This is an optimization exercise on Yosys and OpenROAD, whose aim is small area, not a production implementation. Only simulation tests tie the RTL to the original design; equivalence was not proved. The flow treats the clock pin as an ideal source. Dropping or thinning the clock tree relies on that and would not hold on a real chip. No activity file was given, so power comes from the tool's default toggle rates.

==> flow/design.v <==
module estacionamiento (
    input  wire clk,
    input  wire rst,
    input  wire ech,
    output reg  trigger_o,
    output reg  led_50cm,
    output reg  led_100cm,
    output reg  led_200cm,
    output wire buzzer
);
    localparam [21:0] TTAPS   = 22'h200100;
    localparam        TFINV   = 1'b0;
    localparam [21:0] TW_VAL  = 22'h3fc808;
    localparam [21:0] TW_MASK = ~22'h84;
    localparam [21:0] TF_VAL  = 22'h1070de;
    localparam [21:0] TF_MASK = 22'h83a8;
    localparam [21:0] TRST    = TW_VAL & TW_MASK;
    reg  [21:0] ts;
    wire tw  = ((ts ^ TW_VAL) & TW_MASK) == 22'd0;
    wire tf  = ((ts ^ TF_VAL) & TF_MASK) == 22'd0;
    wire tfb = (^(ts & TTAPS)) ^ TFINV;
    always @(posedge clk) begin
        if (rst)
            ts <= TRST;
        else if (tw)
            ts <= 22'd0;
        else
            ts <= {~ts[20:0], tfb};
        if (rst)
            trigger_o <= 1'b0;
        else
            trigger_o <= tw | (trigger_o & ~tf);
    end
    localparam [14:0] ETAPS   = 15'h4001;
    localparam        EFINV   = 1'b0;
    localparam [14:0] ED_VAL  = 15'h38c0;
    localparam [14:0] ED_MASK = ~15'h818;
    localparam [1:0] IDLE = 2'b00, PH0 = 2'b01, PH1 = 2'b11, PH2 = 2'b10;
    reg  [1:0]  st;
    reg  [14:0] es;
    wire idle = (st == IDLE);
    wire ed   = ((es ^ ED_VAL) & ED_MASK) == 15'd0;
    wire efb  = (^(es & ETAPS)) ^ EFINV;
    wire done = !idle && !ech;
    always @(posedge clk) begin
        es <= (idle | ed) ? 15'd0 : {~es[13:0], efb};
        if (rst)
            st <= IDLE;
        else case (st)
            IDLE: st <= (ech && !trigger_o) ? PH0 : IDLE;
            PH0:  st <= !ech ? IDLE : ed ? PH1 : PH0;
            PH1:  st <= !ech ? IDLE : ed ? PH2 : PH1;
            default: st <= !ech ? IDLE : PH2;
        endcase
    end
    always @(posedge clk) begin
        if (rst) begin
            led_50cm  <= 1'b0;
            led_100cm <= 1'b0;
            led_200cm <= 1'b0;
        end else if (done) begin
            led_50cm  <= st != PH0;
            led_100cm <= !(st == PH1 && !ed);
            led_200cm <= st != PH2;
        end
    end
    assign buzzer = led_50cm;
endmodule
clock: 5.0 ns
lec_check: 0
cap_margin: 0
core_margin: 2
core_utilization: 40
slew_margin: 0
standard.sh (not shown) runs the stock make flow with config.mk's settings and CLKGATE_MAP_FILE= SYNTH_SCRIPT=/design/flow/synth_recipe.tcl, a recipe that flattens the netlist after the stock synthesis.
==> flow/flow/run.sh <==
#!/bin/bash
# Own layout flow: the standard ORFS flow (standard.sh), with
#  - an area-oriented ABC mapping script in place of ORFS's speed script,
#  - the smallest buffer for the port buffers,
set -euo pipefail
W=$PWD
exec > "$W/run_flow.log" 2>&1
rm -rf "$W/scripts_local"
cp -r "$FLOW_HOME/scripts" "$W/scripts_local"
cp "$W/flow/abc_area.script" "$W/scripts_local/abc_speed.script"
python3 - "$W/scripts_local/cts.tcl" "$W/flow/post_cts.tcl" <<'PY'
import sys
p, post = sys.argv[1], sys.argv[2]
s = open(p).read()
anchor = "log_cmd clock_tree_synthesis {*}$cts_args\n"
assert anchor in s
s = s.replace(anchor, anchor + "source " + post + "\n")
open(p, "w").write(s)
PY
export SCRIPTS_DIR="$W/scripts_local"
export BUFFER_PORTS_ARGS="-buffer_cell sky130_fd_sc_hd__buf_1"
export CTS_ARGS="-sink_clustering_enable -repair_clock_nets -dont_use_dummy_load"
bash "$W/standard.sh"
==> flow/flow/post_cts.tcl <==
set block [ord::get_db_block]
set clknet [$block findNet clk]
set roots {}
foreach it [$clknet getITerms] { lappend roots [$it getInst] }
if {[llength $roots] == 1} {
  set root [lindex $roots 0]
  set out_net ""
  foreach it [$root getITerms] {
    if {[$it isOutputSignal]} { set out_net [$it getNet] }
  }
  set loads {}
  foreach it [$out_net getITerms] {
    if {[$it getInst] != $root} { lappend loads $it }
  }
  set all_bufs 1
  foreach it $loads {
    if {![string match "sky130_fd_sc_hd__clkbuf_*" [[[$it getInst] getMaster] getName]]} { set all_bufs 0 }
  }
  if {$all_bufs && [llength $loads] <= 4} {
    puts "post_cts: removing root [$root getName], clk drives [llength $loads] leaf buffers"
    foreach it $loads { $it disconnect; $it connect $clknet }
    foreach it [$root getITerms] { $it disconnect }
    odb::dbInst_destroy $root
    odb::dbNet_destroy $out_net
  } else {
    puts "post_cts: root kept ([llength $loads] loads, all buffers: $all_bufs)"
  }
}

# Upsize any leaf clock buffer whose sinks would see a slow clock edge
# (estimated from placement; the routed slew comes out within a few ps).
set_propagated_clock [all_clocks]
estimate_parasitics -placement
foreach it [$clknet getITerms] {
  set inst [$it getInst]
  set name [$inst getName]
  foreach size {8 16} {
    set worst 0
    foreach p [get_pins -of [get_nets -of [get_pins $name/X]] -filter "direction==input"] {
      set s [get_property $p slew_max]
      if {$s > $worst} { set worst $s }
    }
    puts "post_cts: leaf $name [[$inst getMaster] getName] worst sink slew $worst"
    if {$worst <= 0.115} break
    replace_cell $name sky130_fd_sc_hd__clkbuf_$size
    estimate_parasitics -placement
  }
}
Other scripts of this flow, unchanged in this note and not shown: flow/flow/abc_area.script
The starting point finished clean.
Next try:
--- a/flow/config.mk
+++ b/flow/config.mk
@@ -8 +8 @@
-export CAP_MARGIN = 0
+export CAP_MARGIN = 20
@@ -11 +11 @@
-export SLEW_MARGIN = 0
+export SLEW_MARGIN = 20
=>
- The changed run passed the timing, design-rule and antenna checks
- global-route usage is unchanged
- cell area is unchanged
- power is about the same
- area after synthesis does not change
- wire length does not change
- clock power stays flat
- maximum frequency is higher by 8.1%
- via count hardly moves
- die area is unchanged
Next try:
--- a/flow/flow/post_cts.tcl
+++ b/flow/flow/post_cts.tcl
@@ -29,20 +28,0 @@
-
-# Upsize any leaf clock buffer whose sinks would see a slow clock edge
-# (estimated from placement; the routed slew comes out within a few ps).
-set_propagated_clock [all_clocks]
-estimate_parasitics -placement
-foreach it [$clknet getITerms] {
-  set inst [$it getInst]
-  set name [$inst getName]
-  foreach size {8 16} {
-    set worst 0
-    foreach p [get_pins -of [get_nets -of [get_pins $name/X]] -filter "direction==input"] {
-      set s [get_property $p slew_max]
-      if {$s > $worst} { set worst $s }
-    }
-    puts "post_cts: leaf $name [[$inst getMaster] getName] worst sink slew $worst"
-    if {$worst <= 0.115} break
-    replace_cell $name sky130_fd_sc_hd__clkbuf_$size
-    estimate_parasitics -placement
-  }
-}
- The new run finished clean
- synthesized area stays the same
- die area stays the same
- fmax hardly moves
Next try:
--- a/flow/flow/run.sh
+++ b/flow/flow/run.sh
@@ -19,0 +20,10 @@
+# Remove synthesis buffers before placement even without timing-driven placement.
+python3 - "$W/scripts_local/global_place.tcl" <<'PY'
+import sys
+p = sys.argv[1]
+s = open(p).read()
+old = "if { $::env(GPL_TIMING_DRIVEN) } {\n  remove_buffers\n}\n"
+assert old in s
+s = s.replace(old, "remove_buffers\n")
+open(p, "w").write(s)
+PY
--- a/flow/flow/post_cts.tcl
+++ b/flow/flow/post_cts.tcl
@@ -28,0 +29,20 @@
+
+# Upsize any leaf clock buffer whose sinks would see a slow clock edge
+# (estimated from placement; the routed slew comes out within a few ps).
+set_propagated_clock [all_clocks]
+estimate_parasitics -placement
+foreach it [$clknet getITerms] {
+  set inst [$it getInst]
+  set name [$inst getName]
+  foreach size {8 16} {
+    set worst 0
+    foreach p [get_pins -of [get_nets -of [get_pins $name/X]] -filter "direction==input"] {
+      set s [get_property $p slew_max]
+      if {$s > $worst} { set worst $s }
+    }
+    puts "post_cts: leaf $name [[$inst getMaster] getName] worst sink slew $worst"
+    if {$worst <= 0.115} break
+    replace_cell $name sky130_fd_sc_hd__clkbuf_$size
+    estimate_parasitics -placement
+  }
+}
--- a/flow/config.mk
+++ b/flow/config.mk
@@ -8 +8 @@
-export CAP_MARGIN = 20
+export CAP_MARGIN = 0
@@ -11 +11,2 @@
-export SLEW_MARGIN = 20
+export GPL_TIMING_DRIVEN = 0
+export SLEW_MARGIN = 0
Result: The changed run went through all stages and came out clean; worst hold slack gains 0.0069 ns; via count is higher by about 0.9%; final cell count is lower by about 0.6%; maximum frequency is lower by 5.1%; utilization barely changes; flip-flop and latch count does not change; global-route usage is about the same; critical path depth does not change; first-iteration DRC count is lower by about 60%; register-to-register slack loses 0.25 ns.
Next try:
--- a/flow/flow/run.sh
+++ b/flow/flow/run.sh
@@ -20,10 +19,0 @@
-# Remove synthesis buffers before placement even without timing-driven placement.
-python3 - "$W/scripts_local/global_place.tcl" <<'PY'
-import sys
-p = sys.argv[1]
-s = open(p).read()
-old = "if { $::env(GPL_TIMING_DRIVEN) } {\n  remove_buffers\n}\n"
-assert old in s
-s = s.replace(old, "remove_buffers\n")
-open(p, "w").write(s)
-PY
--- a/flow/flow/post_cts.tcl
+++ b/flow/flow/post_cts.tcl
@@ -44 +44 @@
-    if {$worst <= 0.115} break
+    if {$worst <= 0.110} break
--- a/flow/config.mk
+++ b/flow/config.mk
@@ -8 +8 @@
-export CAP_MARGIN = 0
+export CAP_MARGIN = 20
@@ -11,2 +11 @@
-export GPL_TIMING_DRIVEN = 0
-export SLEW_MARGIN = 0
+export SLEW_MARGIN = 20
What happened: Cell area grows slightly; total power rose by a few percent; area after synthesis is unchanged; combinational power barely changes.

[re-timing with driven ports]
How much do the figures lean on ideal ports? The routed layouts below were timed once more, with nothing changed but the port constraints.
Step 1, drivers: a clkbuf_16 drives clk and a buf_2 each remaining input, both assumed.
Step 2 also shifts input and output timing later by t, the mid clock arrival at the registers, as if the neighbouring blocks saw the same clock.
a / b / c = ideal ports / drivers / drivers and shift; a / b = the first two.
run | t, ns | setup slack, ns | hold slack, ns | latest minus earliest clock arrival (ns)
the first run | 0.193 | 2.748 / 2.748 / 2.702 | 0.383 / 0.383 / 0.383 | 0.023 / 0.023
the second run | 0.193 | 2.917 / 2.934 / 2.741 | 0.383 / 0.383 / 0.383 | 0.023 / 0.023
the third run | 0.204 | 2.920 / 2.934 / 2.731 | 0.383 / 0.383 / 0.383 | 0.031 / 0.031
the fourth run | 0.191 | 2.808 / 2.808 / 2.697 | 0.390 / 0.390 / 0.390 | 0.025 / 0.026
the fifth run | 0.189 | 2.917 / 2.936 / 2.748 | 0.385 / 0.385 / 0.385 | 0.027 / 0.027
After both steps every run listed still meets setup and hold. The setup slack of the third run, which loses most, moves by +0.014 ns with the drivers and by -0.189 ns with both steps.
